Context: an optimization exercise on an open-source flow, tuned for small area. The choices shown serve that exercise and are no tape-out recipe. In this exercise RTL edits were held to simulation tests only and were not proved equivalent to the original. Power figures rest on the tool's default switching activity, not on a simulated workload.

<file path="config.mk">
export PLATFORM = sky130hd
export DESIGN_NAME = UNIT_FINAL
export DESIGN_NICKNAME = UNIT_FINAL
export VERILOG_FILES = /design/flow/design.v
export SDC_FILE = /design/flow/constraint.sdc
export NUM_CORES = 4
export LEC_CHECK = 0
export CAP_MARGIN = 20
export CORE_MARGIN = 2
export CORE_UTILIZATION = 55
export CTS_BUF_LIST = sky130_fd_sc_hd__clkbuf_8
export CTS_CLUSTER_DIAMETER = 60
export CTS_CLUSTER_SIZE = 16
export SLEW_MARGIN = 20
</file>
<file path="constraint.sdc">
create_clock -name core_clock -period 6.0 [get_ports {clk}]
set_input_delay 1.2000 -clock core_clock [delete_from_list [all_inputs] [get_ports {clk}]]
set_output_delay 1.2000 -clock core_clock [all_outputs]
set_load 0.01 [all_outputs]
</file>
<file path="design.v">
module UNIT_FINAL(clk, reset, tr1, tr2, tr3, tr4, ov, uv, TEM, db, col1, col2, col3, col4,
            ad_in, adclk, cs_n, K_1, K_2, K_3, K_4, K_5, rcvd, sent,
            LED1, LED2, LED3, LED4, LED5, LED6, LED7, LED8, LED9, LED10);
	input	clk;
	input	reset;
	input	tr1, tr2, tr3, tr4;
	input	ov, db, uv, TEM;
	input	col1, col2, col3, col4;
	input	rcvd;
	input	ad_in;
	output	adclk, cs_n;
	output	sent;
	output	K_1, K_2, K_3, K_4, K_5;
	output	LED1, LED2, LED3, LED4, LED5, LED6, LED7, LED8, LED9, LED10;
	reg		LED1, LED2, LED3, LED4, LED5, LED6, LED7, LED8, LED9, LED10;
	reg		K_1, K_2, K_3, K_4;
	assign	K_5 = 1'b0;
	reg		[7:0]fh;
	reg		[5:0]fl;
	reg		[4:0]fc;         
	reg		rx_rdy;          
	always@(posedge clk)
	begin
	if(reset)
		begin
		fh <= 8'd174;
		fl <= 6'd15;
		fc <= 5'd31;
		rx_rdy <= 1'b0;
		end
	else
		begin
		if(fl == 6'd39)
			begin
			fl <= 6'd0;
			if(fh == 8'd199)
				fh <= 8'd0;
			else
				fh <= fh + 1'b1;
			end
		else
			fl <= fl + 1'b1;
		if(fh == 8'd199 && fl == 6'd37)           
			begin
			if(fc != 5'd30)
				fc <= fc + 1'b1;
			end
		if(fh == 8'd102 && fl == 6'd12)           
			rx_rdy <= 1'b1;
		end
	end
	wire	t1000 = (fh == 8'd24) && (fl == 6'd38);
	wire	t2000 = (fh == 8'd49) && (fl == 6'd38);
	wire	t3000 = (fh == 8'd74) && (fl == 6'd38);
	reg		[15:0]ad_sr;
	reg		[15:0]volt;
	assign	cs_n = ~((fh < 8'd17) || (fh == 8'd17 && fl < 6'd20));
	assign	adclk = ~((fh != 8'd0) && (fh < 8'd17) && (fl < 6'd20));
	always@(posedge clk)
	begin
	if(fh < 8'd16 && fl == 6'd19)
		ad_sr <= {ad_sr[14:0], ad_in};
	end
	always@(posedge clk)
	begin
	if(cs_n)
		volt <= ad_sr;
	end
	reg		rx_en;
	reg		[1:0]rcd;
	reg		[4:0]nb;
	reg		rx_err, over, rx_par;
	reg		[19:0]tsr;
	always@(posedge clk or negedge rx_en)
	begin
	if(!rx_en)
		rcd <= 2'b0;
	else
		rcd <= rcd + 1'b1;
	end
	always@(posedge clk or negedge rx_en)
	begin
	if(!rx_en)
		nb <= 5'b0;
	else if(rcd == 2'b11)
		nb <= nb + 1'b1;
	end
	wire	cap = (nb == 5'd22) && (rcd == 2'b11);
	wire	short_fr = (tsr[3:0] == 4'b1100 || tsr[3:0] == 4'b1000);
	wire	rx_shift = (rcd == 2'b01) &&
			((nb >= 5'd1 && nb <= 5'd4) || (nb == 5'd5 && !short_fr) ||
			 (nb >= 5'd6 && nb <= 5'd20));
	always@(posedge clk)
	begin
	if(reset)
		rx_en <= 1'b0;
	else if(rcvd && rx_rdy)
		rx_en <= 1'b1;
	else if(rx_err || over)
		rx_en <= 1'b0;
	else if(cap)
		rx_en <= 1'b0;
	end
	always@(posedge clk or negedge rx_en)
	begin
	if(!rx_en)
		begin
		rx_par <= 1'b1;
		rx_err <= 1'b0;
		over <= 1'b0;
		end
	else if(rcd == 2'b01)
		begin
		if(nb == 5'd0)
			begin
			if(!rcvd)
				rx_err <= 1'b1;
			end
		else if(nb == 5'd5 && short_fr)
			over <= 1'b1;
		else if(rx_shift || nb == 5'd21)
			rx_par <= rx_par ^ (~rcvd);
		else if(nb == 5'd22)
			begin
			if(rcvd || rx_par)
				rx_err <= 1'b1;
			end
		end
	else
		begin
		over <= 1'b0;
		rx_err <= 1'b0;
		end
	end
	always@(posedge clk)
	begin
	if(!rx_en)
		tsr <= 20'b0;
	else if(rx_shift)
		tsr <= {tsr[18:0], ~rcvd};
	end
	reg		start, stop, rst, check, pass;
	reg		syn;
	reg		Lockn;
	reg		[15:0]fre_data;
	reg		[15:0]nege;
	reg		pv;              
	reg		lock_delay;
	reg		[1:0]syn_error;
	reg		acc;             
	reg		[19:0]rsr1, rsr2;
	reg		[1:0]cs;
	reg		[8:0]cnt;
	reg		[15:0]comp_tri;
	wire	fault;
	wire	cnt_full = (cnt == 9'd400);
	wire	lock_fr = over && tsr[3:0] == 4'b1100;
	wire	syn_fr = over && tsr[3:0] == 4'b1000;
	wire	match = (tsr == rsr1) || (tsr == rsr2);
	wire	ref_over = acc && tsr[19:16] == 4'b1001;
	wire	cmd_over = acc && tsr[19:16] == 4'b1010;
	wire	[15:0]wd = tsr[15:0];
	wire	c1111 = (wd == 16'h1111);
	wire	c2222 = (wd == 16'h2222);
	wire	c4444 = (wd == 16'h4444);
	wire	c6666 = (wd == 16'h6666);
	wire	c8888 = (wd == 16'h8888);
	always@(posedge clk or posedge rst)
	begin
	if(rst)
		Lockn <= 1'b1;
	else if(reset)
		Lockn <= 1'b1;
	else if(lock_fr)
		begin
		if(!(!lock_delay && Lockn))
			Lockn <= 1'b0;
		end
	end
	always@(posedge clk)
	begin
	if(reset)
		lock_delay <= 1'b0;
	else if(!rst)
		begin
		if(lock_fr)
			lock_delay <= (!lock_delay && Lockn);
		else if(cnt_full)
			lock_delay <= 1'b0;
		end
	end
	always@(posedge clk)
	begin
	if(reset)
		begin
		syn_error <= 2'b0;
		syn <= 1'b0;
		end
	else if(syn_fr)
		begin
		if(!start || comp_tri <= 16'd10 || syn_error == 2'b11)
			begin
			syn_error <= 2'b0;
			syn <= 1'b1;
			end
		else
			syn_error <= syn_error + 1'b1;
		end
	else
		syn <= 1'b0;
	end
	always@(posedge clk)
	begin
	if(reset)
		begin
		cs <= 2'b0;
		fre_data <= 16'd40000;
		rsr1 <= 20'b0;
		rsr2 <= 20'b0;
		acc <= 1'b0;
		end
	else
		begin
		acc <= cap && match;
		if(cap)
			begin
			if(match)
				begin
				cs <= 2'b0;
				if(tsr[19:16] == 4'b1011 && !start)
					fre_data <= tsr[15:0];
				end
			else if(cs == 2'b00)
				begin
				cs <= 2'b01;
				rsr1 <= tsr;
				end
			else if(cs == 2'b01)
				begin
				cs <= 2'b10;
				rsr2 <= tsr;
				end
			else if(cs == 2'b10)
				begin
				cs <= 2'b00;
				rsr1 <= tsr;
				end
			end
		else if(cnt_full)
			begin
			cs <= 2'b0;
			rsr1 <= 20'b0;
			rsr2 <= 20'b0;
			end
		end
	end
	always@(posedge clk)
	begin
	if(reset || rx_en)
		cnt <= 9'd0;
	else if(!cnt_full)
		cnt <= cnt + 1'b1;
	end
	always@(posedge clk)
	begin
	if(reset || !start)
		begin
		nege <= 16'b0;
		pv <= 1'b0;
		end
	else if(ref_over)
		begin
		if(wd >= fre_data)
			begin
			nege <= 16'b0;
			pv <= 1'b0;
			end
		else
			begin
			nege <= wd;
			pv <= 1'b1;
			end
		end
	end
	wire	[15:0]pose = pv ? (fre_data - nege) : 16'd0;
	always@(posedge clk)
	begin
	if(reset)
		start <= 1'b0;
	else if(cmd_over)
		begin
		if(c1111 && !fault && Lockn)
			start <= 1'b1;
		else if(c2222 || c6666)
			start <= 1'b0;
		end
	else if(fault || !Lockn)
		start <= 1'b0;
	end
	always@(posedge clk)
	begin
	if(reset)
		stop <= 1'b0;
	else if(cmd_over)
		begin
		if(c2222)
			stop <= 1'b1;
		else if(c1111 || c4444 || c6666)
			stop <= 1'b0;
		end
	else if(fault || !Lockn)
		stop <= 1'b1;
	end
	always@(posedge clk)
	begin
	if(reset)
		rst <= 1'b0;
	else if(cmd_over)
		begin
		if(c4444 && !start)
			rst <= 1'b1;
		end
	else
		rst <= 1'b0;
	end
	always@(posedge clk)
	begin
	if(reset)
		check <= 1'b0;
	else if(cmd_over)
		begin
		if(c8888 && !start && Lockn)
			check <= 1'b1;
		else if(c1111 || c2222 || c4444 || c6666)
			check <= 1'b0;
		end
	else if(!Lockn)
		check <= 1'b0;
	end
	always@(posedge clk)
	begin
	if(reset)
		pass <= 1'b0;
	else if(cmd_over)
		begin
		if(c6666 && Lockn)
			pass <= 1'b1;
		else if(c1111 || c2222 || c4444)
			pass <= 1'b0;
		end
	else if(!Lockn)
		pass <= 1'b0;
	end
	reg		[15:0]check_data;
	reg		[14:0]bypass;
	reg		PA1, PA2;
	reg		[8:0]d_data1, d_data2;
	reg		DIR;
	reg		fault1, fault2, fault3, fault4;
	always@(posedge clk)
	begin
	if(reset)
		begin
		comp_tri <= 16'b0;
		DIR <= 1'b0;
		end
	else if(syn)
		begin
		comp_tri <= 16'b0;
		DIR <= 1'b1;
		end
	else if(DIR)
		begin
		if(comp_tri == fre_data)
			begin
			DIR <= 1'b0;
			comp_tri <= comp_tri - 1'b1;
			end
		else
			comp_tri <= comp_tri + 1'b1;
		end
	else
		begin
		if(comp_tri == 16'b0)
			begin
			DIR <= 1'b1;
			comp_tri <= comp_tri + 1'b1;
			end
		else
			comp_tri <= comp_tri - 1'b1;
		end
	end
	always@(posedge clk)
	begin
	if(reset)
		PA1 <= 1'b0;
	else if(pose < fre_data[15:1])
		begin
		if(DIR)
			begin
			if(comp_tri[15:1] > pose)
				PA1 <= 1'b1;
			end
		else
			begin
			if(comp_tri[15:1] < pose)
				PA1 <= 1'b0;
			end
		end
	else
		PA1 <= 1'b0;
	end
	always@(posedge clk)
	begin
	if(reset)
		PA2 <= 1'b0;
	else if(nege < fre_data[15:1])
		begin
		if(DIR)
			begin
			if(comp_tri[15:1] > nege)
				PA2 <= 1'b1;
			end
		else
			begin
			if(comp_tri[15:1] < nege)
				PA2 <= 1'b0;
			end
		end
	else
		PA2 <= 1'b0;
	end
	always@(posedge clk)
	begin
	if(reset || !fault)
		bypass <= 15'b0;
	else if(bypass != 15'd20000)
		bypass <= bypass + 1'b1;
	end
	always@(posedge clk)
	begin
	if(reset)
		d_data1 <= 9'b0;
	else if(PA1)
		begin
		if(d_data1 != 9'd280)
			d_data1 <= d_data1 + 1'b1;
		end
	else if(d_data1 != 9'b0)
		d_data1 <= d_data1 - 1'b1;
	end
	always@(posedge clk)
	begin
	if(reset)
		d_data2 <= 9'b0;
	else if(PA2)
		begin
		if(d_data2 != 9'd280)
			d_data2 <= d_data2 + 1'b1;
		end
	else if(d_data2 != 9'b0)
		d_data2 <= d_data2 - 1'b1;
	end
	wire	pwm_on = start && pv && (nege != 16'b0);
	wire	byp_on = (bypass != 15'b0 && bypass != 15'd20000) || pass;
	always@(posedge clk)
	begin
	if(reset)
		begin
		K_1 <= 1'b0;
		K_2 <= 1'b0;
		end
	else if(pwm_on)
		begin
		K_1 <= (d_data1 == 9'd280);
		K_2 <= (d_data1 == 9'd0);
		end
	else if(check)
		begin
		K_1 <= (check_data <= 16'd9500 && col2);
		K_2 <= (check_data >= 16'd10000 && check_data <= 16'd19500 && col1);
		end
	else if(byp_on)
		begin
		if(!fault1 && !fault3 && col2 && col4)
			K_1 <= 1'b1;
		else
			begin
			K_1 <= 1'b0;
			K_2 <= (!fault2 && !fault4 && col1 && col3);
			end
		end
	else
		begin
		K_1 <= 1'b0;
		K_2 <= 1'b0;
		end
	end
	always@(posedge clk)
	begin
	if(reset)
		begin
		K_3 <= 1'b0;
		K_4 <= 1'b0;
		end
	else if(pwm_on)
		begin
		K_3 <= (d_data2 == 9'd280);
		K_4 <= (d_data2 == 9'd0);
		end
	else if(check)
		begin
		K_3 <= (check_data >= 16'd20000 && check_data <= 16'd29500 && col4);
		K_4 <= (check_data >= 16'd30000 && check_data <= 16'd39500 && col3);
		end
	else if(byp_on)
		begin
		if(!fault1 && !fault3 && col2 && col4)
			K_3 <= 1'b1;
		else
			begin
			K_3 <= 1'b0;
			K_4 <= (!fault2 && !fault4 && col1 && col3);
			end
		end
	else
		begin
		K_3 <= 1'b0;
		K_4 <= 1'b0;
		end
	end
	always@(posedge clk)
	begin
	if(reset || !check)
		check_data <= 16'd0;
	else if(check_data != 16'd60000)
		check_data <= check_data + 1'b1;
	end
	reg		[8:0]call_count1;
	reg		[2:0]call_count2;
	reg		connect;
	reg		call_fault;
	reg		ready;
	wire	switch_fault1, switch_fault2, switch_fault3, switch_fault4;
	wire	ov_fault, uv_fault, TEM_fault, db_fault;
	always@(posedge clk or posedge rst)
	begin
	if(rst)
		ready <= 1'b0;
	else if(reset)
		ready <= 1'b0;
	else if(syn || start || check)
		ready <= 1'b1;
	end
	always@(posedge clk)
	begin
	if(reset || !ready || !rcvd)
		call_count1 <= 9'b0;
	else if(call_count1 != 9'd400)
		call_count1 <= call_count1 + 1'b1;
	end
	always@(posedge clk)
	begin
	if(reset)
		begin
		connect <= 1'b0;
		call_count2 <= 3'b0;
		end
	else if(ready)
		begin
		if(syn)
			connect <= 1'b1;
		else if(comp_tri == fre_data)
			begin
			connect <= 1'b0;
			if(connect)
				call_count2 <= 3'b0;
			else if(call_count2 != 3'd4)
				call_count2 <= call_count2 + 1'b1;
			end
		end
	else
		call_count2 <= 3'b0;
	end
	always@(posedge clk)
	begin
	if(reset || !ready)
		call_fault <= 1'b0;
	else if(call_count1 == 9'd400 || call_count2 == 3'd4)
		call_fault <= 1'b1;
	end
	always@(posedge clk or posedge rst)
	begin
	if(rst)
		begin
		fault1 <= 1'b0;
		fault2 <= 1'b0;
		fault3 <= 1'b0;
		fault4 <= 1'b0;
		end
	else if(reset)
		begin
		fault1 <= 1'b0;
		fault2 <= 1'b0;
		fault3 <= 1'b0;
		fault4 <= 1'b0;
		end
	else if(check_data == 16'd5000)
		begin
		if(col1 && col2)
			fault1 <= 1'b1;
		if(!col2)
			fault2 <= 1'b1;
		if(!col3)
			fault3 <= 1'b1;
		if(!col4)
			fault4 <= 1'b1;
		end
	else if(check_data == 16'd15000)
		begin
		if(!col1)
			fault1 <= 1'b1;
		if(col2 && col1)
			fault2 <= 1'b1;
		if(!col3)
			fault3 <= 1'b1;
		if(!col4)
			fault4 <= 1'b1;
		end
	else if(check_data == 16'd25000)
		begin
		if(!col1)
			fault1 <= 1'b1;
		if(!col2)
			fault2 <= 1'b1;
		if(col3 && col4)
			fault3 <= 1'b1;
		if(!col4)
			fault4 <= 1'b1;
		end
	else if(check_data == 16'd35000)
		begin
		if(!col1)
			fault1 <= 1'b1;
		if(!col2)
			fault2 <= 1'b1;
		if(!col3)
			fault3 <= 1'b1;
		if(col4 && col3)
			fault4 <= 1'b1;
		end
	else
		begin
		if(switch_fault1)
			fault1 <= 1'b1;
		if(switch_fault2)
			fault2 <= 1'b1;
		if(switch_fault3)
			fault3 <= 1'b1;
		if(switch_fault4)
			fault4 <= 1'b1;
		end
	end
	wire	fclr = rst || reset;
	uf_error t1(clk, fclr, ~tr1, switch_fault1);
	uf_error t2(clk, fclr, ~tr2, switch_fault2);
	uf_error t3(clk, fclr, ~tr3, switch_fault3);
	uf_error t4(clk, fclr, ~tr4, switch_fault4);
	uf_error ov_f(clk, fclr, ov, ov_fault);
	uf_error TEM_f(clk, fclr, TEM, TEM_fault);
	uf_alarm uv_f(clk, fclr, uv, uv_fault);
	uf_alarm db_f(clk, fclr, db, db_fault);
	assign	fault = (call_fault || ov_fault || TEM_fault || fault1 || fault2 || fault3 || fault4);
	wire	[15:0]state = {2'b0, pass, check, ov_fault, uv_fault, TEM_fault, db_fault,
					fault1, fault2, fault3, fault4, start, (~Lockn), 1'b0, call_fault};
	reg		fault_en, fre_en, volt_en, state_en;
	reg		fault_delay1, fault_delay2, fre_en_delay, volt_en_delay, state_en_delay;
	reg		tx_en;
	always@(posedge clk)
	begin
	if(reset)
		begin
		fault_delay1 <= 1'b0;
		fault_delay2 <= 1'b0;
		fault_en <= 1'b0;
		end
	else
		begin
		fault_delay1 <= fault;
		fault_delay2 <= fault_delay1;
		fault_en <= fault_delay1 && !fault_delay2;
		end
	end
	always@(posedge clk)
	begin
	if(reset)
		begin
		volt_en <= 1'b0;
		volt_en_delay <= 1'b0;
		end
	else if(t1000)
		begin
		if(!tx_en)
			begin
			volt_en <= 1'b1;
			volt_en_delay <= 1'b0;
			end
		else
			volt_en_delay <= 1'b1;
		end
	else if(volt_en_delay && !tx_en)
		begin
		volt_en <= 1'b1;
		volt_en_delay <= 1'b0;
		end
	else
		volt_en <= 1'b0;
	end
	always@(posedge clk)
	begin
	if(reset)
		begin
		state_en <= 1'b0;
		state_en_delay <= 1'b0;
		end
	else if(t2000)
		begin
		if(!tx_en)
			begin
			state_en <= 1'b1;
			state_en_delay <= 1'b0;
			end
		else
			state_en_delay <= 1'b1;
		end
	else if(state_en_delay && !tx_en)
		begin
		state_en <= 1'b1;
		state_en_delay <= 1'b0;
		end
	else
		state_en <= 1'b0;
	end
	always@(posedge clk)
	begin
	if(reset)
		begin
		fre_en <= 1'b0;
		fre_en_delay <= 1'b0;
		end
	else if(t3000)
		begin
		if(!tx_en)
			begin
			fre_en <= 1'b1;
			fre_en_delay <= 1'b0;
			end
		else
			fre_en_delay <= 1'b1;
		end
	else if(fre_en_delay && !tx_en)
		begin
		fre_en <= 1'b1;
		fre_en_delay <= 1'b0;
		end
	else
		fre_en <= 1'b0;
	end
	reg		sent;
	reg		[7:0]nbs;
	reg		[2:0]tcd;
	reg		ta, tb;          
	reg		[15:0]trd;       
	reg		tx_par;
	reg		[20:0]txr;
	wire	tx_fault = ta & tb;
	wire	[20:0]rsr_w = {2'b00, ta, ~(ta | tb), tb, trd};
	wire	slot0 = (nbs == 8'd0 || nbs == 8'd25 || nbs == 8'd50 ||
			nbs == 8'd75 || nbs == 8'd100 || nbs == 8'd125);
	wire	en = (tcd == 3'd4) && slot0;
	wire	tx_bit = (nbs >= 8'd1 && nbs <= 8'd21) ||
			(nbs >= 8'd26 && nbs <= 8'd46) ||
			(nbs >= 8'd51 && nbs <= 8'd71) ||
			(nbs >= 8'd76 && nbs <= 8'd96) ||
			(nbs >= 8'd101 && nbs <= 8'd121) ||
			(nbs >= 8'd126 && nbs <= 8'd146);
	wire	tx_pb = (nbs == 8'd22 || nbs == 8'd47 || nbs == 8'd72 ||
			nbs == 8'd97 || nbs == 8'd122 || nbs == 8'd147);
	always@(posedge clk)
	begin
	if(reset || !tx_en)
		tcd <= 3'b0;
	else
		tcd <= tcd + 1'b1;
	end
	always@(posedge clk)
	begin
	if(reset)
		tx_en <= 1'b0;
	else if(fault_en || fre_en || state_en || volt_en)
		tx_en <= 1'b1;
	else if(tx_en && (tx_fault ? (nbs == 8'd150) : (nbs == 8'd75)))
		tx_en <= 1'b0;
	end
	always@(posedge clk)
	begin
	if(fault_en)
		begin
		ta <= 1'b1;
		tb <= 1'b1;
		trd <= 16'hE5E5;
		end
	else if(fre_en)
		begin
		ta <= 1'b0;
		tb <= 1'b0;
		trd <= fre_data;
		end
	else if(state_en)
		begin
		ta <= 1'b1;
		tb <= 1'b0;
		trd <= state;
		end
	else if(volt_en)
		begin
		ta <= 1'b0;
		tb <= 1'b1;
		trd <= volt;
		end
	end
	always@(posedge clk or negedge tx_en)
	begin
	if(!tx_en)
		nbs <= 8'b0;
	else if(tcd == 3'b111)
		nbs <= nbs + 1'b1;
	end
	always@(posedge clk or negedge tx_en)
	begin
	if(!tx_en)
		begin
		tx_par <= 1'b1;
		sent <= 1'b1;
		end
	else if(en)
		tx_par <= 1'b1;
	else if(tcd == 3'b011)
		begin
		if(tx_bit)
			begin
			sent <= txr[20];
			tx_par <= tx_par ^ txr[20];
			end
		else if(tx_pb)
			sent <= tx_par;
		else
			sent <= 1'b1;
		end
	end
	always@(posedge clk)
	begin
	if(tx_en)
		begin
		if(en)
			txr <= rsr_w;
		else if(tcd == 3'b011 && tx_bit)
			txr[20:1] <= txr[19:0];
		end
	end
	wire	led_st = (fc == 5'd30);
	wire	led_on = (fc >= 5'd6 && fc <= 5'd10) || (fc >= 5'd21 && fc <= 5'd29);
	always@(posedge clk)
	begin
	if(reset)
		begin
		{LED1, LED2, LED3, LED4, LED5, LED6, LED7, LED8, LED9, LED10} <= 10'b0;
		end
	else if(led_st)
		begin
		LED1 <= ~fault1;
		LED2 <= ~fault2;
		LED3 <= ~fault3;
		LED4 <= ~fault4;
		LED5 <= ~ov_fault;
		LED6 <= ~uv_fault;
		LED7 <= ~TEM_fault;
		LED8 <= ~call_fault;
		LED9 <= ~start;
		LED10 <= ~stop;
		end
	else
		{LED1, LED2, LED3, LED4, LED5, LED6, LED7, LED8, LED9, LED10} <= {10{led_on}};
	end
endmodule
module uf_error(clk, clr, in, out);
	input	clk;
	input	clr;
	input	in;
	output	out;
	reg		[3:0]e;
	always@(posedge clk)
	begin
	if(clr || !in)
		e <= 4'b0;
	else if(e != 4'd9)
		e <= e + 1'b1;
	end
	assign	out = (e == 4'd9);
endmodule
module uf_alarm(clk, clr, in, out);
	input	clk;
	input	clr;
	input	in;
	output	out;
	reg		out;
	reg		[3:0]count;
	always@(posedge clk)
	begin
	if(clr)
		begin
		count <= 4'b0;
		out <= 1'b0;
		end
	else if(in)
		begin
		if(count != 4'd8)
			count <= count + 1'b1;
		else
			out <= 1'b1;
		end
	else
		begin
		if(count != 4'b0)
			count <= count - 1'b1;
		else
			out <= 1'b0;
		end
	end
endmodule
</file>
<file path="run.sh">
#!/bin/bash
# synth_recipe.tcl (not shown) runs the flow's synth.tcl, then flattens the netlist and writes it again
# the make line also repeats each setting of config.mk as NAME=value (left out here)
make -C /OpenROAD-flow-scripts/flow DESIGN_CONFIG=/design/flow/config.mk WORK_HOME=/design/flow/orfs CLKGATE_MAP_FILE= SYNTH_SCRIPT=/design/flow/synth_recipe.tcl finish
</file>
==> results.txt, run 1 <==
Status
The run finished with no timing, DRC or antenna violations.

Yosys
The post-synthesis sequential element count is 375. Yosys mapped a number of flops with a built-in enable equal to 53. The mapped cell area is 21200 um2. The sequential element share of the synthesized area is 0.386. Counting distinct cell types in the post-synthesis netlist gives 82. The post-synth net total is 2530.

The synthesized area per cell is 9.01 um2. Of all flip-flops after synthesis, the portion carrying an async set or reset was 0.0693. For this run, the leading register cell type out of synthesis is dfxtp_1. Counting every instance in the synthesized netlist gives 2349. For this run, the number of Yosys warnings is 3.

Worst setup path
Data arrives at the worst endpoint at 2840 ps. The type of the setup path with the least slack is reg2out. The worst reg2reg path endpoint is PA1$_SDFFE_PP0P_. Setup slack on the worst reg-to-reg path comes out at 2270 ps. Of all nets on the critical path, the largest fanout is 17. The category of the worst setup path launch point is a register.

For the worst setup path, the data required time is 4800 ps. The depth of the worst register-to-register path is 16. In this run the critical register-to-register path is launched from fre_data[0]$_SDFFE_PP0P_. The sort of element at the end of the critical path is an output port.

Route
The ratio of routed vias to standard cells is 5.88. The final route contains 16800 vias. The met1 layer wirelength in the final routing is 24800 um. The detailed router finished its first iteration with 1216 violations. The sum of met3 wire segment lengths after detailed routing is 2280 um.

The first detailed-routing pass ran for 6 iterations. The highest signal layer in the routed design is met4. In the routed design, unresolved DRC markers number 0. For this block, the routed nets add up to 52200 um of wire. In the final routed layout, each cell accounts on average for 18.3 um. Summed over all nets, wire length on met2 after detailed routing comes to 23800 um. The detail route stage leaves a number of antenna-violating nets equal to 0.

STA
The pin slew with the least headroom to its limit is 834 ps. The number of failing hold endpoints at the final stage is 0. Setup repair after global routing left no endpoint under its margin. In the finished design, the share of the clock period the worst path needs comes to 0.673.

On the final layout, the worst clock skew is 29.6 ps. For the finished layout, the period the worst path requires is 4040 ps. For this run, the top clock speed supported by timing is 0.248 GHz.

Summed over all failing endpoints, the final setup total negative slack is 0 ps. The worst setup slack after layout is 1960 ps. The setup-violating endpoint count in the final report is 0.

The worst relative slew slack is 0.443. The final number of max-transition violations is 0.

Cells and area
Fill cells in the final layout number 3348. The most frequent standard cell in the layout excluding fill and tap cells is dfxtp_1. In the final layout, the share of cells above drive strength 1 is 0.0602. The number of nets in the layout is 2495. The footprint of the flip-flops and latches is 8170 um2.

Relative to the synthesized area, the layout overhead comes to 6.65%. The multi-input combinational cells in the finished layout cover a total of 12100 um2. 0 antenna diodes ended up in the layout.

The area of all placed cells without fillers is 22600 um2. Leaving out fill and tap cells, the most frequent cells in the layout are dfxtp_1 (296), nor2_1 (238), nand2_1 (162).

Floorplanning
The core region is 37800 um2. The initial cell density of the core is 0.560. The height of the die is 200 um. The floorplan step defined a die boundary enclosing 40100 um2. The cell row count is 71. The horizontal extent of the die is 200 um. The I/O pin count is 34.

Clock tree
The latest clock arrival within the worst-skew pair is 630 ps. The CTS tree is yes. The depth of the CTS H-tree is 2. The number of post-CTS setup repair buffers is 0. The maximum buffer depth of the clock tree is 3. The number of gates resized after cts is 0. The clock transition at the registers of the reported paths is 90 ps. Counting every sink on the clock net gives 375. The tree is rooted in a clkbuf_8. The number of CTS-inserted buffers is 37. The number of hold buffers added after CTS is 0.

Flow run
Across the run, the number of max-cap violations was 0.

Pwr
In this run the power density over the cells is 279 nW/um2. The analysis attributes to net switching a power of 2170 uW. The maximum vdd drop is 0.000237 V. Of the total power, the share spent switching nets is 0.345.

The design draws 6300 uW. The cell-internal power is 4130 uW. The clock share of power is 0.268. The leakage power figure is 0.00927 uW.

Of the total power, combinational logic draws 0.263. Of the total power, registers draw 0.469.

Placed design
The congestion estimate from routability-driven global placement came to 0.921. Once detailed placement completed, the half-perimeter wirelength came to 37700 um. The port buffer count is 32. OpenSTA, run right after detailed placement, puts the worst setup slack at 2280 ps. The area after detailed placement is 21800 um2.

GRT
The number of antenna violations at the first check in global routing is 0. The first-pass GRT wire length is 85400 um. The number of global-route vias before repair came to 16100. The total grt overflow is 0.

The pin count of the biggest net entering global routing is 47. Across every metal layer, demand over resource in global routing totals 0.261.

Worst hold path
In this run the worst hold path is classified as reg2async.
-- power groups by stage --
stage	logic [uW]	registers (uW)	clock network (uW)
global placement	1580	3000	0
global route	1880	2980	1830
CTS	1650	2950	1750
detailed placement	1640	3010	0
floorplan	1380	2870	0
finish	1660	2960	1690
-- area by class of cell --
class | count | area share
Clock buffer | 41 | 0.0250
Clock inverter | 26 | 0.00887
Inverter | 113 | 0.0188
Multi-Input combinational cell | 1737 | 0.537
Sequential cell | 375 | 0.362
Tap cell | 511 | 0.0283
Timing Repair Buffer | 50 | 0.0201
-- routing by layer --
metal  track usage  up-vias
li1              -     8260
met1         0.359     8056
met2         0.429      368
met3        0.0314       80
met4        0.0818        0
met5             0        -
-- worst max path at each step --
stage / end / depth (start not counted) / start
after detailed placement: PA1$_SDFFE_PP0P_ / 15 / nege[0]$_SDFFE_PP0P_
after CTS: cs_n / 6 / fh[0]$_SDFFE_PP0P_
after global routing: cs_n / 6 / fh[0]$_SDFFE_PP0P_
after floorplan: txr[10]$_DFFE_PP_ / 8 / nbs[0]$_DFFE_PN0N_
after global placement: PA1$_SDFFE_PP0P_ / 15 / nege[0]$_SDFFE_PP0P_
final: cs_n / 6 / fh[0]$_SDFFE_PP0P_
-- critical path: stages (launching register included) --
cell,delay (ps)
dfxtp_1,430
inv_1,110
ha_1,230
a21oi_1,140
o31ai_1,80
nand2_1,560
clkdlybuf4s50_1,680
-- logic make-up after synthesis --
logic type | after synthesis | share of synthesized area
other cells | 1 | 0.000177
flops | 375 | 0.386
fa+ha+maj | 166 | 0.0998
simple gates | 875 | 0.212
xor+xnor | 168 | 0.0695
mux | 119 | 0.0579
buf+inv | 237 | 0.0438
compound gates | 408 | 0.131
-- cell usage after synthesis, drive strengths merged, types with 10 or more instances --
cell	instances	area share
nor3b	16	0.0057
a211oi	40	0.014
nor4b	10	0.0041
clkbuf	100	0.018
nand4b	12	0.0050
nor2	239	0.042
or2	16	0.0047
inv	113	0.020
edfxtp	53	0.075
or3	25	0.0076
a22o	16	0.0066
o31ai	10	0.0035
nand2	162	0.029
nor3	53	0.013
o21a	15	0.0053
o21bai	10	0.0035
ha	160	0.095
a211o	22	0.0091
xnor2	68	0.028
mux2i	92	0.044
xor2	100	0.041
nand4	45	0.013
nand3	77	0.018
a21oi	101	0.024
dfrtp	22	0.026
nor4	33	0.0098
mux2	27	0.014
o21ai	67	0.016
and2	17	0.0050
a21o	27	0.0096
dfxtp	296	0.28
nand3b	14	0.0050
a31oi	20	0.0059
or4	10	0.0037
and3	23	0.0068
nand2b	56	0.017
nor2b	50	0.015
o211ai	10	0.0035
buf	24	0.0060
-- registers in the layout (all words and copies together) (netlist names), 6 cells and up --
register,cells
ad_sr,16
bypass,15
call_count1,9
check_data,16
cnt,9
comp_tri,16
d_data1,9
d_data2,9
fh,8
fl,6
fre_data,16
nbs,8
nege,16
rsr1,20
rsr2,20
trd,16
tsr,20
txr,21
volt,16
-- stage by stage --
step	util	cells	hold slack [ps]
2_1_floorplan	-	2349	141
4_1_cts	0.597	2853	342
5_1_grt	0.598	2853	391
6_report	0.598	2853	331
3_3_place_gp	0.577	2786	326
3_5_place_dp	0.577	2786	334
==> inputs of run 2 (changes only) <==
--- a/config.mk
+++ b/config.mk
@@ -8,7 +8,7 @@
 export CAP_MARGIN = 20
 export CORE_MARGIN = 2
 export CORE_UTILIZATION = 55
-export CTS_BUF_LIST = sky130_fd_sc_hd__clkbuf_8
-export CTS_CLUSTER_DIAMETER = 60
-export CTS_CLUSTER_SIZE = 16
+export CTS_BUF_LIST = sky130_fd_sc_hd__clkbuf_4
+export CTS_CLUSTER_DIAMETER = 40
+export CTS_CLUSTER_SIZE = 10
 export SLEW_MARGIN = 20
==> results.txt, run 2 <==
Worst setup path
The worst reg2reg path endpoint is PA1$_SDFFE_PP0P_. The startpoint of the most critical setup path is fh[0]$_SDFFE_PP0P_. The number of buffer and inverter instances along the worst setup path is 2 (unchanged). The beginning of the worst register-to-register path is nege[0]$_SDFFE_PP0P_. The highest cell delay on the worst timing path came to 680 ps (about the same). The largest fanout on the critical path came to 17 (unchanged). The worst setup path is captured at an output port. The worst setup path is of the reg2out kind. Grouping stages by cell kind, the critical path spends the most delay in buffers and inverters. The depth of the worst register-to-register path is 15 (-1). The arrival time of the worst setup path is 3070 ps (+230 ps). The slowest stage of the critical path belongs to the cell clkdlybuf4s50_1. The category of the worst setup path launch point is a register.

Walking the worst path, the cells encountered are inv_1 > ha_1 > a21oi_1 > o31ai_1 > nand2_1 > clkdlybuf4s50_1. The internal reg-to-reg setup slack came to 2230 ps (-40 ps). The required time at the worst-slack endpoint came to 4800 ps (about the same).

Floorplanning
The initial cell density of the core is 0.560 (unchanged). The area of the die was 40100 um2 (unchanged). The height of the die is 200 um (unchanged). The horizontal extent of the die is 200 um (unchanged). The placeable core region is 37800 um2 (unchanged).

The cell row count was 71 (unchanged). The I/O pin count is 34 (unchanged).

STA
The setup TNS is 0 ps (unchanged). The worst relative slew slack is 0.440 (-0.00353). The worst setup skew after layout is 51.2 ps (+21.6 ps). The pin slew with the least headroom to its limit came to 839 ps (+5.28 ps). The maximum operating frequency is 0.234 GHz (-5.4%).

The worst setup slack after layout is 1730 ps (-230 ps). The setup-violating endpoint count in the final report was 0 (unchanged). The period utilization is 0.711 (+0.0383). The final number of max-transition violations is 0 (unchanged).

The number of failing hold endpoints at the final stage is 0 (unchanged). The time the final worst path needs with I/O delays and setup was 4270 ps (+230 ps). Setup repair after global routing left no endpoint under its margin.

Status
The run finished with no timing, DRC or antenna violations.

Clock tree
The depth of the CTS H-tree is 2 (unchanged). The latest clock arrival within the worst-skew pair is 850 ps (+220 ps). The number of CTS-inserted buffers is 60 (+62%). The number of hold buffers added after CTS is 0 (unchanged). The CTS tree is yes.

The clock transition at the registers of the reported paths is 110 ps (+20 ps). The number of gates resized after cts is 0 (unchanged). The number of post-CTS setup repair buffers is 0 (unchanged). In this run the clock root is driven by a clkbuf_4.

The number of sinks handled by clock tree synthesis was 375 (unchanged). The maximum buffer depth of the clock tree is 3 (unchanged).

Placed design
The port buffer count is 32 (unchanged). The global placement routability congestion is 0.921 (unchanged). The sum of net half-perimeters after detailed placement is 37700 um (unchanged). The worst setup slack after placement is 2280 ps (unchanged).

Cells and area
The share of final-layout standard cells stronger than drive strength 1 is 0.0812 (+0.0210). The footprint of the flip-flops and latches came to 8170 um2 (unchanged). The area occupied by multi-input gates is 12100 um2 (unchanged). The area growth from synthesis to layout is 8.26%. The library cell used most frequently in the layout, excluding fill and tap cells, is dfxtp_1. The number of nets in the layout is 2518 (+0.92%). The flip-flop count of the largest register, all copies and words added is 21 (unchanged). The number of filler instances in the final layout is 3322 (-0.78%).

txr holds more flip-flops than any other register. The library cells used most frequently in the layout, excluding fill and tap cells, are dfxtp_1 (296), nor2_1 (238), nand2_1 (162).

GRT
The total routing usage reported by global routing is 0.262 (+0.00139). The total grt overflow is 0 (unchanged). The number of antenna violations at the first check in global routing was 1 (+1). The number of global-route vias before repair is 16300 (+1.5%).

The first-pass GRT wire length is 85700 um (+0.39%). The pin count of the biggest net entering global routing is 47 (unchanged).

Yosys
The synthesized area per cell is 9.01 um2 (unchanged). The total of warnings raised by yosys is 3 (unchanged). The mapped cell area is 21200 um2 (unchanged).

Yosys instantiated no cell more often than dfxtp_1. After synthesis, the cell types taking the most area are dfxtp_1 (28%), ha_1 (9.5%), edfxtp_1 (7.5%). After synthesis, the most frequently instantiated cells are dfxtp_1 (296), nor2_1 (239), nand2_1 (162). The sequential element share of the synthesized area was 0.386 (unchanged). The distinct cell type count after synthesis is 82 (unchanged). The largest area contributor in the synthesized netlist is dfxtp_1.

The instance count of the mapped netlist came to 2349 (unchanged). The post-synthesis sequential element count was 375 (unchanged). In the synthesized netlist the dominant register cell turns out to be dfxtp_1. The area share of the largest cell type after synthesis was 0.280 (unchanged). The share of async-settable or async-resettable flops after synthesis came to 0.0693 (unchanged).

The post-synth net total is 2530 (unchanged). The number of enable flip-flop cells after synthesis is 53 (unchanged).

Route
The final wirelength is 52300 um (+0.22%). The number of nets with antenna violations after routing is 0 (unchanged). The detailed-router iteration count before antenna repair is 6 (unchanged). The overall via count from detail_route is 16900 (+0.92%).

The detailed router's first-iteration violation count is 1136 (-6.6%). The detailed-route DRC error count was 0 (unchanged). The routed wire length per instance is 18.0 um (-1.4%). The ratio of routed vias to standard cells came to 5.83 (-0.75%).

Pwr
The overall power consumption is 6810 uW (+8.0%). The power density over cell area was 297 nW/um2 (+6.4%). The share of total power in sequential cells was 0.434 (-0.035).

The cell-internal power came to 4610 uW (+12%). The clock share of power is 0.322 (+0.054). The relative contribution of combinational cells to total power is 0.244 (-0.019). The maximum vdd drop came to 0.000196 V (-18%). The leakage power figure was 0.00945 uW (+1.9%). The switching part of the total was 0.323 (-0.0218). The net switching power was 2200 uW (+1.2%).

Flow run
The count of maximum capacitance violations came to 0 (unchanged).

Worst hold path
In this run the worst hold path is classified as reg2async.
[run 2: cell counts after synthesis]
Identical to the previous run, type by type.
[run 2: cell type report]
| type | count | share of cell area |
|---|---|---|
| Clock inverter | 35 | 0.0224 |
| Clock buffer | 78 | 0.0256 |
| Timing Repair Buffer | 50 | 0.0198 |
| Inverter | 113 | 0.0185 |
| Antenna cell | 2 | 0.000219 |
| Multi-Input combinational cell | 1737 | 0.529 |
| Sequential cell | 375 | 0.357 |
| Tap cell | 511 | 0.0279 |
[run 2: power by group through the flow]
stage,combinational (uW),sequential [uW],clock [uW]
floorplan,1380,2870,0
global placement,1580,3000,0
detailed placement,1640,3010,0
CTS,1650,2950,2260
global route,1890,2980,2370
finish,1660,2950,2200
[run 2: stage by stage]
stage | area (um2) | instances | utilization | hold WS (ps)
6_report | 22900 | 2901 | 0.607 | 314
5_1_grt | 22900 | 2901 | 0.607 | 393
4_1_cts | 22900 | 2899 | 0.606 | 345
3_5_place_dp | 21800 | 2786 | 0.577 | 334
3_3_place_gp | 21800 | 2786 | 0.577 | 326
2_1_floorplan | 21200 | 2349 | - | 141
[run 2: metal layers]
| metal | track usage | part of all wire | vias up |
|---|---|---|---|
| met5 | 0 | 0 | - |
| met4 | 0.102 | 0.032 | 0 |
| met3 | 0.0347 | 0.043 | 110 |
| met2 | 0.423 | 0.45 | 363 |
| met1 | 0.357 | 0.47 | 8101 |
| li1 | - | - | 8344 |
[run 2: worst max-delay path by stage]
| stage | to | cells past startpoint |
|---|---|---|
| 6_report | cs_n | 6 |
| 5_1_grt | cs_n | 6 |
| 3_5_place_dp | PA1$_SDFFE_PP0P_ | 15 |
| 3_3_place_gp | PA1$_SDFFE_PP0P_ | 15 |
| 2_1_floorplan | txr[10]$_DFFE_PP_ | 8 |
| 4_1_cts | cs_n | 6 |
[run 2: cells by family after synthesis]
kind of cell,Yosys count,share of synthesized area
other cells,1,0.000177
buf+inv,237,0.0438
fa+ha+maj,166,0.0998
flops,375,0.386
mux,119,0.0579
xor+xnor,168,0.0695
compound gates,408,0.131
simple gates,875,0.212
[run 2: worst reg2reg max path, stage by stage, from the launching register on]
cell      delay, ps
dfxtp_1         430
ha_1            230
fa_1            220
inv_1            50
a21o_1          160
a211o_1         320
a31o_2          290
a21boi_0        340
mux2i_1         140
ha_1            310
nor2_1           50
maj3_1          340
or3_1           310
a221oi_1        210
o31ai_1         110
nor3_1          170
==> inputs of run 3 (changes only) <==
--- a/config.mk
+++ b/config.mk
@@ -7,8 +7,5 @@
 export LEC_CHECK = 0
 export CAP_MARGIN = 20
 export CORE_MARGIN = 2
-export CORE_UTILIZATION = 55
-export CTS_BUF_LIST = sky130_fd_sc_hd__clkbuf_4
-export CTS_CLUSTER_DIAMETER = 40
-export CTS_CLUSTER_SIZE = 10
+export CORE_UTILIZATION = 40
 export SLEW_MARGIN = 20
==> results.txt, run 3 <==
Cells and area
The number of filler instances in the final layout is 4997 (+50%). The most frequent standard cell in the layout excluding fill and tap cells is dfxtp_1. The core occupancy in the finished layout is 0.447 (-0.160). The most flop-heavy register is txr. The count of antenna diodes in the layout came to 0 (-2). The number of nets in the layout is 2504 (-0.56%). The flip-flop count of the largest register, all copies and words added was 21 (unchanged). The library cells used most frequently in the layout, excluding fill and tap cells, are dfxtp_1 (296), nor2_1 (238), nand2_1 (162).

The share of final-layout standard cells stronger than drive strength 1 is 0.0666 (-0.0146). From synthesis to final layout, the design area changed by 10.7%.

GRT
The number of antenna violations at the first check in global routing was 0 (-1). The total grt overflow is 0 (unchanged). The number of global-route vias before repair is 16300 (+0.0061%).

The total routing usage reported by global routing is 0.195 (-0.0675). The pin count of the biggest net entering global routing is 72 (+53%). The first-pass GRT wire length is 85900 um (+0.27%).

STA
The setup-violating endpoint count in the final report was 0 (unchanged). The pin slew with the least headroom to its limit is 934 ps (+94.8 ps). The worst relative slew slack came to 0.372 (-0.0676). The worst setup skew after layout was 17.3 ps (-34.0 ps).

The number of failing hold endpoints at the final stage is 0 (unchanged). Setup repair after global routing left no endpoint under its margin. The period utilization is 0.662 (-0.0493). The setup TNS is 0 ps (unchanged).

The final number of max-transition violations is 0 (unchanged). The maximum operating frequency is 0.252 GHz (+7.4%). The worst setup slack after layout is 2030 ps (+296 ps). The time the final worst path needs with I/O delays and setup came to 3970 ps (-296 ps). The worst hold slack after final layout was 119 ps (-196 ps).

Clock tree
The number of post-CTS setup repair buffers was 0 (unchanged). The latest clock arrival within the worst-skew pair is 560 ps (-290 ps). The number of gates resized after cts is 0 (unchanged).

The number of hold buffers added after CTS came to 0 (unchanged). The maximum buffer depth of the clock tree is 3 (unchanged). The number of sinks handled by clock tree synthesis came to 375 (unchanged). The cell sitting at the root of the clock tree is a clkbuf_16. TritonCTS built the clock tree. The number of CTS-inserted buffers is 43 (-28%). The depth of the CTS H-tree is 2 (unchanged). The clock transition at the registers of the reported paths was 60 ps (-50 ps).

Route
The amount of wire on met2 after detailed routing was 24500 um (+3.9%). The highest signal layer in the routed design is met4. The sum of met3 wire segment lengths after detailed routing was 2370 um (+4.3%).

The overall via count from detail_route is 16900 (+0.053%). The detailed-route DRC error count is 0 (unchanged). The routed wire length per instance is 17.6 um (-2.6%).

The number of nets with antenna violations after routing is 0 (unchanged). The detailed-router iteration count before antenna repair is 6 (unchanged). The detailed router's first-iteration violation count is 1203 (+5.9%). The met1 layer wirelength in the final routing was 24800 um (about the same). The final wirelength was 53500 um (+2.2%). The ratio of routed vias to standard cells is 5.56 (-4.6%).

Yosys
The share of async-settable or async-resettable flops after synthesis is 0.0693 (unchanged). Among all cell types in the netlist, the one instantiated most often is dfxtp_1. The synthesized area per cell is 9.01 um2 (unchanged). By count the netlist is led by dfxtp_1 (296), nor2_1 (239), nand2_1 (162). The distinct cell type count after synthesis is 82 (unchanged). The post-synthesis sequential element count is 375 (unchanged). Yosys attributes the largest share of cell area to dfxtp_1 (28%), ha_1 (9.5%), edfxtp_1 (7.5%). The number of enable flip-flop cells after synthesis is 53 (unchanged). The mapped cell area is 21200 um2 (unchanged).

The sequential element share of the synthesized area was 0.386 (unchanged). The post-synth net total is 2530 (unchanged). The synthesized design spends more area on one cell type than any other, namely dfxtp_1. The total of warnings raised by yosys is 3 (unchanged). The instance count of the mapped netlist is 2349 (unchanged). The dominant register cell in the synthesized netlist is dfxtp_1. The area share of the largest cell type after synthesis is 0.280 (unchanged).

Placed design
The global placement routability congestion came to 0.932 (+1.1%). The sum of net half-perimeters after detailed placement is 39200 um (+3.9%). The port buffer count is 32 (unchanged).

The worst setup slack after placement is 2160 ps (-120 ps).

Floorplanning
The initial cell density of the core came to 0.403 (-0.157). The I/O pin count is 34 (unchanged). The horizontal extent of the die is 234 um (+17%).

The area of the die is 54700 um2 (+37%). The height of the die is 234 um (+17%). The cell row count came to 84 (+18%). The placeable core region is 52400 um2 (+39%).

Worst setup path
The sort of element at the end of the critical path is an output port. The worst-path cell with the longest stage delay is clkdlybuf4s50_1. The number of buffer and inverter instances along the worst setup path is 2 (unchanged). STA classifies the critical path startpoint as a register.

The largest fanout on the critical path is 17 (unchanged). The signal on the critical path passes through inv_1 > ha_1 > a21oi_1 > o31ai_1 > nand2_1 > clkdlybuf4s50_1. The dominant delay contributor by cell family on the critical path is buffers and inverters. The highest cell delay on the worst timing path is 720 ps (+40 ps). The arrival time of the worst setup path was 2770 ps (-300 ps). The critical path starts at fh[0]$_SDFFE_PP0P_. The worst register-to-register path begins at nege[0]$_SDFFE_PP0P_. The type of the setup path with the least slack is reg2out.

The required time at the worst-slack endpoint came to 4800 ps (about the same).

Status
The flow ran to the end and the layout has no timing, DRC or antenna violations.

Worst hold path
The path type of the worst min-delay path is reg2async.

Flow run
The count of maximum capacitance violations was 0 (unchanged).

Pwr
The power density over cell area is 310 nW/um2 (+4.4%). The overall power consumption is 7270 uW (+6.7%). The maximum vdd drop was 0.000230 V (+18%). The leakage power figure was 0.00957 uW (+1.2%).
-- run 3: cell counts after synthesis --
No cell type changed its count.
-- run 3: stage by stage --
step           cells  instance area (um2)
5_1_grt         3044                23400
3_5_place_dp    2965                22000
3_3_place_gp    2965                22000
2_1_floorplan   2349                21200
6_report        3044                23400
4_1_cts         3043                23400
-- run 3: layout make-up --
class | instances | area, um2 | area share
Timing Repair Buffer | 53 | 473 | 0.0202
Tap cell | 688 | 861 | 0.0367
Clock buffer | 57 | 1210 | 0.0516
Clock inverter | 21 | 179 | 0.00764
Inverter | 113 | 424 | 0.0181
Sequential cell | 375 | 8170 | 0.349
Multi-Input combinational cell | 1737 | 12100 | 0.517
-- run 3: cells by family (layout without fill, tap and decap cells) --
group / count (synthesis) / count (layout) / synth area share
AND/OR/NAND/NOR: 875 / 875 / 0.212
AO/OA/AOI/OAI: 408 / 408 / 0.131
flip-flops: 375 / 375 / 0.386
buffers and inverters: 237 / 244 / 0.0438
XOR/XNOR: 168 / 168 / 0.0695
adder cells (fa/ha/maj): 166 / 166 / 0.0998
multiplexers: 119 / 119 / 0.0579
other: 1 / 1 / 0.000177
-- run 3: path summary, 6_finish.rpt --
kind | slack [ps] | cells after the start | endpoint
setup / recovery | 2030 | 6 | cs_n
hold / removal | 120 | 0 | rcd[0]$_DFF_PN0_
setup reg to reg | 2040 | 15 | PA1$_SDFFE_PP0P_
hold reg to reg | 120 | 0 | rcd[0]$_DFF_PN0_
max in group asynchronous | 5290 | 1 | nb[0]$_DFFE_PN0N_
min in group core_clock | 390 | 1 | fault_en$_SDFF_PP0_
-- run 3: worst register-to-register path, delay by kind of cell, from the launching register on --
kind,cells,cell delay (ps)
AO/OA/AOI/OAI,6,1540
buffers and inverters,1,50
flip-flops,1,430
multiplexers,1,150
adder cells (fa/ha/maj),4,1140
AND/OR/NAND/NOR,3,570
-- run 3: report_power, final --
group	switching, uW	leakage [uW]	internal, uW	total, uW
Combinational	985	0.00562	764	1750
Clock	1080	0.000697	1510	2590
Sequential	215	0.00325	2710	2920
-- run 3: layer usage --
metal  vias up  GRT usage
li1       8290          -
met5         -          0
met1      8110      0.259
met2       419      0.322
met4         0     0.0714
met3       108     0.0260
==> inputs of run 4 (changes only) <==
--- a/design.v
+++ b/design.v
@@ -15,6 +15,23 @@
 	reg		LED1, LED2, LED3, LED4, LED5, LED6, LED7, LED8, LED9, LED10;
 	reg		K_1, K_2, K_3, K_4;
 	assign	K_5 = 1'b0;
+	function [8:0] lfsr9;
+		input [8:0] s;
+		lfsr9 = {s[7:0], ~(s[8] ^ s[4])};
+	endfunction
+	function [13:0] lfsr14;
+		input [13:0] s;
+		lfsr14 = {s[12:0], ~(s[13] ^ s[4] ^ s[2] ^ s[0])};
+	endfunction
+	function [14:0] lfsr15;
+		input [14:0] s;
+		lfsr15 = {s[13:0], ~(s[14] ^ s[13])};
+	endfunction
+	localparam	[8:0]L9_400 = 9'h150;
+	localparam	[13:0]L14_5000 = 14'h3C07;
+	localparam	[13:0]L14_9500 = 14'h39F4;
+	localparam	[13:0]L14_9999 = 14'h3FF3;
+	localparam	[14:0]L15_20000 = 15'h45E6;
 	reg		[7:0]fh;
 	reg		[5:0]fl;
 	reg		[4:0]fc;         
@@ -150,10 +167,10 @@
 	reg		acc;             
 	reg		[19:0]rsr1, rsr2;
 	reg		[1:0]cs;
-	reg		[8:0]cnt;
+	reg		[8:0]cnt;            
 	reg		[15:0]comp_tri;
 	wire	fault;
-	wire	cnt_full = (cnt == 9'd400);
+	wire	cnt_full = (cnt == L9_400);
 	wire	lock_fr = over && tsr[3:0] == 4'b1100;
 	wire	syn_fr = over && tsr[3:0] == 4'b1000;
 	wire	match = (tsr == rsr1) || (tsr == rsr2);
@@ -259,7 +276,7 @@
 	if(reset || rx_en)
 		cnt <= 9'd0;
 	else if(!cnt_full)
-		cnt <= cnt + 1'b1;
+		cnt <= lfsr9(cnt);
 	end
 	always@(posedge clk)
 	begin
@@ -351,8 +368,10 @@
 	else if(!Lockn)
 		pass <= 1'b0;
 	end
-	reg		[15:0]check_data;
-	reg		[14:0]bypass;
+	reg		[13:0]ck_s;
+	reg		[1:0]ck_p;
+	reg		ck_w;
+	reg		[14:0]bypass;        
 	reg		PA1, PA2;
 	reg		[8:0]d_data1, d_data2;
 	reg		DIR;
@@ -434,8 +453,8 @@
 	begin
 	if(reset || !fault)
 		bypass <= 15'b0;
-	else if(bypass != 15'd20000)
-		bypass <= bypass + 1'b1;
+	else if(bypass != L15_20000)
+		bypass <= lfsr15(bypass);
 	end
 	always@(posedge clk)
 	begin
@@ -462,7 +481,7 @@
 		d_data2 <= d_data2 - 1'b1;
 	end
 	wire	pwm_on = start && pv && (nege != 16'b0);
-	wire	byp_on = (bypass != 15'b0 && bypass != 15'd20000) || pass;
+	wire	byp_on = (bypass != 15'b0 && bypass != L15_20000) || pass;
 	always@(posedge clk)
 	begin
 	if(reset)
@@ -477,8 +496,8 @@
 		end
 	else if(check)
 		begin
-		K_1 <= (check_data <= 16'd9500 && col2);
-		K_2 <= (check_data >= 16'd10000 && check_data <= 16'd19500 && col1);
+		K_1 <= (ck_p == 2'd0 && ck_w && col2);
+		K_2 <= (ck_p == 2'd1 && ck_w && col1);
 		end
 	else if(byp_on)
 		begin
@@ -510,8 +529,8 @@
 		end
 	else if(check)
 		begin
-		K_3 <= (check_data >= 16'd20000 && check_data <= 16'd29500 && col4);
-		K_4 <= (check_data >= 16'd30000 && check_data <= 16'd39500 && col3);
+		K_3 <= (ck_p == 2'd2 && ck_w && col4);
+		K_4 <= (ck_p == 2'd3 && ck_w && col3);
 		end
 	else if(byp_on)
 		begin
@@ -532,9 +551,25 @@
 	always@(posedge clk)
 	begin
 	if(reset || !check)
-		check_data <= 16'd0;
-	else if(check_data != 16'd60000)
-		check_data <= check_data + 1'b1;
+		begin
+		ck_s <= 14'd0;
+		ck_p <= 2'd0;
+		ck_w <= 1'b1;
+		end
+	else if(ck_p == 2'd3 && !ck_w)
+		;
+	else if(ck_s == L14_9999)
+		begin
+		ck_s <= 14'd0;
+		ck_p <= ck_p + 1'b1;
+		ck_w <= 1'b1;
+		end
+	else
+		begin
+		ck_s <= lfsr14(ck_s);
+		if(ck_s == L14_9500)
+			ck_w <= 1'b0;
+		end
 	end
 	reg		[8:0]call_count1;
 	reg		[2:0]call_count2;
@@ -556,8 +591,8 @@
 	begin
 	if(reset || !ready || !rcvd)
 		call_count1 <= 9'b0;
-	else if(call_count1 != 9'd400)
-		call_count1 <= call_count1 + 1'b1;
+	else if(call_count1 != L9_400)
+		call_count1 <= lfsr9(call_count1);
 	end
 	always@(posedge clk)
 	begin
@@ -586,9 +621,10 @@
 	begin
 	if(reset || !ready)
 		call_fault <= 1'b0;
-	else if(call_count1 == 9'd400 || call_count2 == 3'd4)
+	else if(call_count1 == L9_400 || call_count2 == 3'd4)
 		call_fault <= 1'b1;
 	end
+	wire	ck_at5000 = (ck_s == L14_5000);
 	always@(posedge clk or posedge rst)
 	begin
 	if(rst)
@@ -605,7 +641,7 @@
 		fault3 <= 1'b0;
 		fault4 <= 1'b0;
 		end
-	else if(check_data == 16'd5000)
+	else if(ck_at5000 && ck_p == 2'd0)
 		begin
 		if(col1 && col2)
 			fault1 <= 1'b1;
@@ -616,7 +652,7 @@
 		if(!col4)
 			fault4 <= 1'b1;
 		end
-	else if(check_data == 16'd15000)
+	else if(ck_at5000 && ck_p == 2'd1)
 		begin
 		if(!col1)
 			fault1 <= 1'b1;
@@ -627,7 +663,7 @@
 		if(!col4)
 			fault4 <= 1'b1;
 		end
-	else if(check_data == 16'd25000)
+	else if(ck_at5000 && ck_p == 2'd2)
 		begin
 		if(!col1)
 			fault1 <= 1'b1;
@@ -638,7 +674,7 @@
 		if(!col4)
 			fault4 <= 1'b1;
 		end
-	else if(check_data == 16'd35000)
+	else if(ck_at5000 && ck_p == 2'd3)
 		begin
 		if(!col1)
 			fault1 <= 1'b1;
@@ -767,25 +803,30 @@
 		fre_en <= 1'b0;
 	end
 	reg		sent;
-	reg		[7:0]nbs;
+	reg		[3:0]tx_slot;
+	reg		[4:0]tx_pos;
 	reg		[2:0]tcd;
 	reg		ta, tb;          
 	reg		[15:0]trd;       
+	reg		tf;              
+	reg		tf_cur;          
 	reg		tx_par;
-	reg		[20:0]txr;
-	wire	tx_fault = ta & tb;
-	wire	[20:0]rsr_w = {2'b00, ta, ~(ta | tb), tb, trd};
-	wire	slot0 = (nbs == 8'd0 || nbs == 8'd25 || nbs == 8'd50 ||
-			nbs == 8'd75 || nbs == 8'd100 || nbs == 8'd125);
-	wire	en = (tcd == 3'd4) && slot0;
-	wire	tx_bit = (nbs >= 8'd1 && nbs <= 8'd21) ||
-			(nbs >= 8'd26 && nbs <= 8'd46) ||
-			(nbs >= 8'd51 && nbs <= 8'd71) ||
-			(nbs >= 8'd76 && nbs <= 8'd96) ||
-			(nbs >= 8'd101 && nbs <= 8'd121) ||
-			(nbs >= 8'd126 && nbs <= 8'd146);
-	wire	tx_pb = (nbs == 8'd22 || nbs == 8'd47 || nbs == 8'd72 ||
-			nbs == 8'd97 || nbs == 8'd122 || nbs == 8'd147);
+	wire	[20:0]tx_word = tf_cur ? 21'b00101_111_00101_111_00101 :
+			{2'b00, ta, ~(ta | tb), tb, trd};
+	wire	[21:0]tx_rev;
+	genvar	gi;
+	generate
+	for(gi = 0; gi < 21; gi = gi + 1)
+		begin : g_rev
+		assign tx_rev[gi + 1] = tx_word[20 - gi];
+		end
+	endgenerate
+	assign	tx_rev[0] = 1'b0;
+	wire	txb = tx_rev[tx_pos];            
+	wire	tx_in = (tx_slot <= 4'd5);
+	wire	en = (tcd == 3'd4) && tx_in && (tx_pos == 5'd0);
+	wire	tx_bit = tx_in && (tx_pos != 5'd0) && (tx_pos <= 5'd21);
+	wire	tx_pb = tx_in && (tx_pos == 5'd22);
 	always@(posedge clk)
 	begin
 	if(reset || !tx_en)
@@ -799,42 +840,62 @@
 		tx_en <= 1'b0;
 	else if(fault_en || fre_en || state_en || volt_en)
 		tx_en <= 1'b1;
-	else if(tx_en && (tx_fault ? (nbs == 8'd150) : (nbs == 8'd75)))
+	else if(tx_en && tx_pos == 5'd0 && (tf ? (tx_slot == 4'd6) : (tx_slot == 4'd3)))
 		tx_en <= 1'b0;
 	end
 	always@(posedge clk)
 	begin
 	if(fault_en)
-		begin
-		ta <= 1'b1;
-		tb <= 1'b1;
-		trd <= 16'hE5E5;
-		end
+		tf <= 1'b1;
 	else if(fre_en)
 		begin
+		tf <= 1'b0;
 		ta <= 1'b0;
 		tb <= 1'b0;
 		trd <= fre_data;
 		end
 	else if(state_en)
 		begin
+		tf <= 1'b0;
 		ta <= 1'b1;
 		tb <= 1'b0;
 		trd <= state;
 		end
 	else if(volt_en)
 		begin
+		tf <= 1'b0;
 		ta <= 1'b0;
 		tb <= 1'b1;
 		trd <= volt;
 		end
 	end
+	always@(posedge clk)
+	begin
+	if(tx_en && en)
+		tf_cur <= tf;
+	end
 	always@(posedge clk or negedge tx_en)
 	begin
 	if(!tx_en)
-		nbs <= 8'b0;
+		begin
+		tx_slot <= 4'd0;
+		tx_pos <= 5'd0;
+		end
 	else if(tcd == 3'b111)
-		nbs <= nbs + 1'b1;
+		begin
+		if(tx_slot == 4'd10 && tx_pos == 5'd5)
+			begin
+			tx_slot <= 4'd0;
+			tx_pos <= 5'd0;
+			end
+		else if(tx_pos == 5'd24)
+			begin
+			tx_slot <= tx_slot + 1'b1;
+			tx_pos <= 5'd0;
+			end
+		else
+			tx_pos <= tx_pos + 1'b1;
+		end
 	end
 	always@(posedge clk or negedge tx_en)
 	begin
@@ -849,8 +910,8 @@
 		begin
 		if(tx_bit)
 			begin
-			sent <= txr[20];
-			tx_par <= tx_par ^ txr[20];
+			sent <= txb;
+			tx_par <= tx_par ^ txb;
 			end
 		else if(tx_pb)
 			sent <= tx_par;
@@ -858,16 +919,6 @@
 			sent <= 1'b1;
 		end
 	end
-	always@(posedge clk)
-	begin
-	if(tx_en)
-		begin
-		if(en)
-			txr <= rsr_w;
-		else if(tcd == 3'b011 && tx_bit)
-			txr[20:1] <= txr[19:0];
-		end
-	end
 	wire	led_st = (fc == 5'd30);
 	wire	led_on = (fc >= 5'd6 && fc <= 5'd10) || (fc >= 5'd21 && fc <= 5'd29);
 	always@(posedge clk)
--- a/config.mk
+++ b/config.mk
@@ -7,5 +7,8 @@
 export LEC_CHECK = 0
 export CAP_MARGIN = 20
 export CORE_MARGIN = 2
-export CORE_UTILIZATION = 40
+export CORE_UTILIZATION = 55
+export CTS_BUF_LIST = sky130_fd_sc_hd__clkbuf_8
+export CTS_CLUSTER_DIAMETER = 60
+export CTS_CLUSTER_SIZE = 16
 export SLEW_MARGIN = 20
==> results.txt, run 4 <==
Yosys
The instance count of the mapped netlist is 2170 (-7.6%). The sequential element share of the synthesized area is 0.400 (+0.0138). The post-synthesis share of cell area spent on xor and xnor gates was 0.0565 (-0.0131).

Sorting the synthesized cells by area gives the leading types as dfxtp_1 (29%), ha_1 (10%), edfxtp_1 (7.8%). The total of warnings raised by yosys is 3 (unchanged). The adder and majority gate portion of the synthesized area was 0.107 (+0.00712).

The largest total area in the synthesized netlist belongs to dfxtp_1. The mapped cell area came to 19500 um2 (-7.7%). Ranked by instance count, the synthesized netlist is headed by dfxtp_1 (280), nand2_1 (207), nor2_1 (201). The share of synthesized area spent on multiplexers is 0.0451 (-0.0127). After synthesis, the largest family of logic cells by area is simple AND/OR/NAND/NOR gates. The basic-gate share of the synthesized area counting and, or, nand and nor cells is 0.207 (-0.00485).

The most used flip-flop cell after synthesis is dfxtp_1. The area fraction in compound gates after synthesis came to 0.140 (+0.00928). The number of enable flip-flop cells after synthesis is 51 (-3.8%). The post-synthesis sequential element count is 358 (-4.5%). The share of async-settable or async-resettable flops after synthesis is 0.0754 (+0.00609).

The area share of the largest cell type after synthesis is 0.287 (+0.00682). The synthesized area per cell is 9.00 um2 (about the same). dfxtp_1 is the most common cell in the netlist.

The post-synth net total was 2350 (-7.1%). The distinct cell type count after synthesis is 90 (+9.8%).

STA
The time the final worst path needs with I/O delays and setup is 4090 ps (+119 ps). The maximum operating frequency is 0.244 GHz (-2.9%). Setup repair after global routing left no endpoint under its margin. The setup TNS is 0 ps (unchanged). The period utilization is 0.682 (+0.0198). The setup-violating endpoint count in the final report was 0 (unchanged). The worst hold slack after final layout is 211 ps (+92.1 ps). The worst relative slew slack is 0.293 (-0.0795). The number of failing hold endpoints at the final stage is 0 (unchanged). The pin slew with the least headroom to its limit is 1050 ps (+113 ps). The worst setup skew after layout is 23.9 ps (+6.65 ps). The final number of max-transition violations is 0 (unchanged).

Floorplanning
The cell row count is 69 (-18%). The placeable core region is 35300 um2 (-33%). The initial cell density of the core was 0.553 (+0.150). The horizontal extent of the die was 192 um (-18%). The area of the die is 37000 um2 (-32%). The height of the die is 192 um (-18%). The I/O pin count is 34 (unchanged).

Route
The detailed-route DRC error count was 0 (unchanged). The routed wire length per instance came to 18.4 um (+4.5%). The number of nets with antenna violations after routing came to 0 (unchanged). The ratio of routed vias to standard cells is 5.88 (+5.7%).

The final wirelength was 48300 um (-9.7%). The detailed router's first-iteration violation count was 1173 (-2.5%). The detailed-router iteration count before antenna repair is 5 (-1). The overall via count from detail_route was 15500 (-8.6%).

GRT
The total routing usage reported by global routing is 0.267 (+0.0720). The total grt overflow is 0 (unchanged). The number of global-route vias before repair came to 14600 (-10%). The number of antenna violations at the first check in global routing is 0 (unchanged). The first-pass GRT wire length is 78300 um (-8.9%). The pin count of the biggest net entering global routing was 48 (-33%).

Cells and area
The signed area change from the synthesized netlist to the final layout is 6.92%. The count of antenna diodes in the layout is 0 (unchanged). The final cell count without fillers came to 2631 (-14%). The most frequent standard cell in the layout excluding fill and tap cells is dfxtp_1. The core occupancy in the finished layout is 0.592 (+0.145). The number of nets in the layout is 2327 (-7.1%). In the final layout, the registers with the most flip-flops are rsr1 x20, rsr2 x20, tsr x20. The top cell types in the final layout, fill and taps aside, are dfxtp_1 (280), nand2_1 (207), nor2_1 (201). The share of final-layout standard cells stronger than drive strength 1 is 0.0516 (-0.0150).

Worst setup path
The arrival time of the worst setup path is 2890 ps (+120 ps). The sort of element at the end of the critical path is an output port. The category of the worst setup path launch point is a register.

The type of the setup path with the least slack is reg2out. The depth of the worst register-to-register path is 14 (-1). The beginning of the worst register-to-register path is nege[1]$_SDFFE_PP0P_. The internal reg-to-reg setup slack came to 2070 ps (+30 ps). The endpoint identified for the worst register-to-register timing path is PA1$_SDFFE_PP0P_. The largest fanout on the critical path was 17 (unchanged). The required time at the worst-slack endpoint came to 4800 ps (about the same).

Clock tree
The number of CTS-inserted buffers was 35 (-19%). CTS placed an instance of clkbuf_8 at the clock tree root. The latest clock arrival within the worst-skew pair is 610 ps (+50 ps). TritonCTS built the clock tree.

The number of sinks handled by clock tree synthesis is 358 (-4.5%). The number of gates resized after cts is 0 (unchanged). The maximum buffer depth of the clock tree was 3 (unchanged). The number of post-CTS setup repair buffers is 0 (unchanged).

The number of hold buffers added after CTS was 0 (unchanged). The depth of the CTS H-tree is 2 (unchanged). The clock transition at the registers of the reported paths is 100 ps (+40 ps).

Status
The run finished with no timing, DRC or antenna violations.

Placed design
The global placement routability congestion is 0.860 (-7.7%). The port buffer count is 32 (unchanged). The sum of net half-perimeters after detailed placement is 35100 um (-10%).

The cell count after placement was 2571 (-13%).

Pwr
The power density over cell area is 284 nW/um2 (-8.3%). The maximum vdd drop is 0.000327 V (+42%). The overall power consumption came to 5940 uW (-18%). The leakage power figure is 0.00878 uW (-8.2%).

Flow run
The count of maximum capacitance violations was 0 (unchanged).

Worst hold path
The worst hold path belongs to the class reg2async.
## run 4: worst max path at each step
stage / from / endpoint / cells past startpoint
floorplan: nege[1]$_SDFFE_PP0P_ / PA1$_SDFFE_PP0P_ / 14
global placement: nege[1]$_SDFFE_PP0P_ / PA1$_SDFFE_PP0P_ / 14
detailed placement: nege[1]$_SDFFE_PP0P_ / PA1$_SDFFE_PP0P_ / 14
CTS: fh[0]$_SDFFE_PP0P_ / cs_n / 6
global route: fh[0]$_SDFFE_PP0P_ / cs_n / 6
finish: fh[0]$_SDFFE_PP0P_ / cs_n / 6
## run 4: kinds of logic after synthesis
group / count (synthesis)
AND/OR/NAND/NOR: 797
AO/OA/AOI/OAI: 419
flip-flops: 358
buffers and inverters: 220
adder cells (fa/ha/maj): 164
XOR/XNOR: 126
multiplexers: 85
other: 1
## run 4: metrics by stage
| stage | instance area, um2 | setup WS (ps) |
|---|---|---|
| floorplan | 19500 | 2470 |
| global placement | 20100 | 2150 |
| detailed placement | 20100 | 2120 |
| CTS | 20900 | 1850 |
| global route | 20900 | 1710 |
| finish | 20900 | 1910 |
## run 4: layout make-up
cell class,count,area [um2]
clock buffer,36,495
tap,461,577
multi-input combinational,1592,10900
inverter,112,420
timing repair buffer,48,438
sequential,358,7820
clock inverter,24,254
fill,3196,14400
## run 4: routing by layer
| metal | track usage | wire length (um) | up-vias |
|---|---|---|---|
| li1 | - | - | 7690 |
| met1 | 0.374 | 23300 | 7412 |
| met2 | 0.426 | 21500 | 289 |
| met3 | 0.0398 | 2160 | 72 |
| met4 | 0.0787 | 1360 | 0 |
| met5 | 0 | 0 | - |
## run 4: worst max-delay path, cell delays in order, from the launching register on
cell and delay (ps):
dfxtp_1 420, inv_1 90, ha_1 240, a21oi_1 130, o31ai_1 80, nand2_1 640
clkdlybuf4s50_1 680
## run 4: report_power, final
group | internal (uW) | leakage [uW] | switching [uW]
clock | 763 | 0.000407 | 926
combinational | 661 | 0.00527 | 778
sequential | 2570 | 0.00310 | 243
total | 3990 | 0.00878 | 1950

Re-timed with assumed drivers on the ports (clkbuf_16 on the clock, buf_2 on other inputs), run 4 has 1.855 ns of setup slack against 1.909 ns with ideal ports, and 2.070 ns once port delays also move by the mid clock arrival of 0.657 ns.
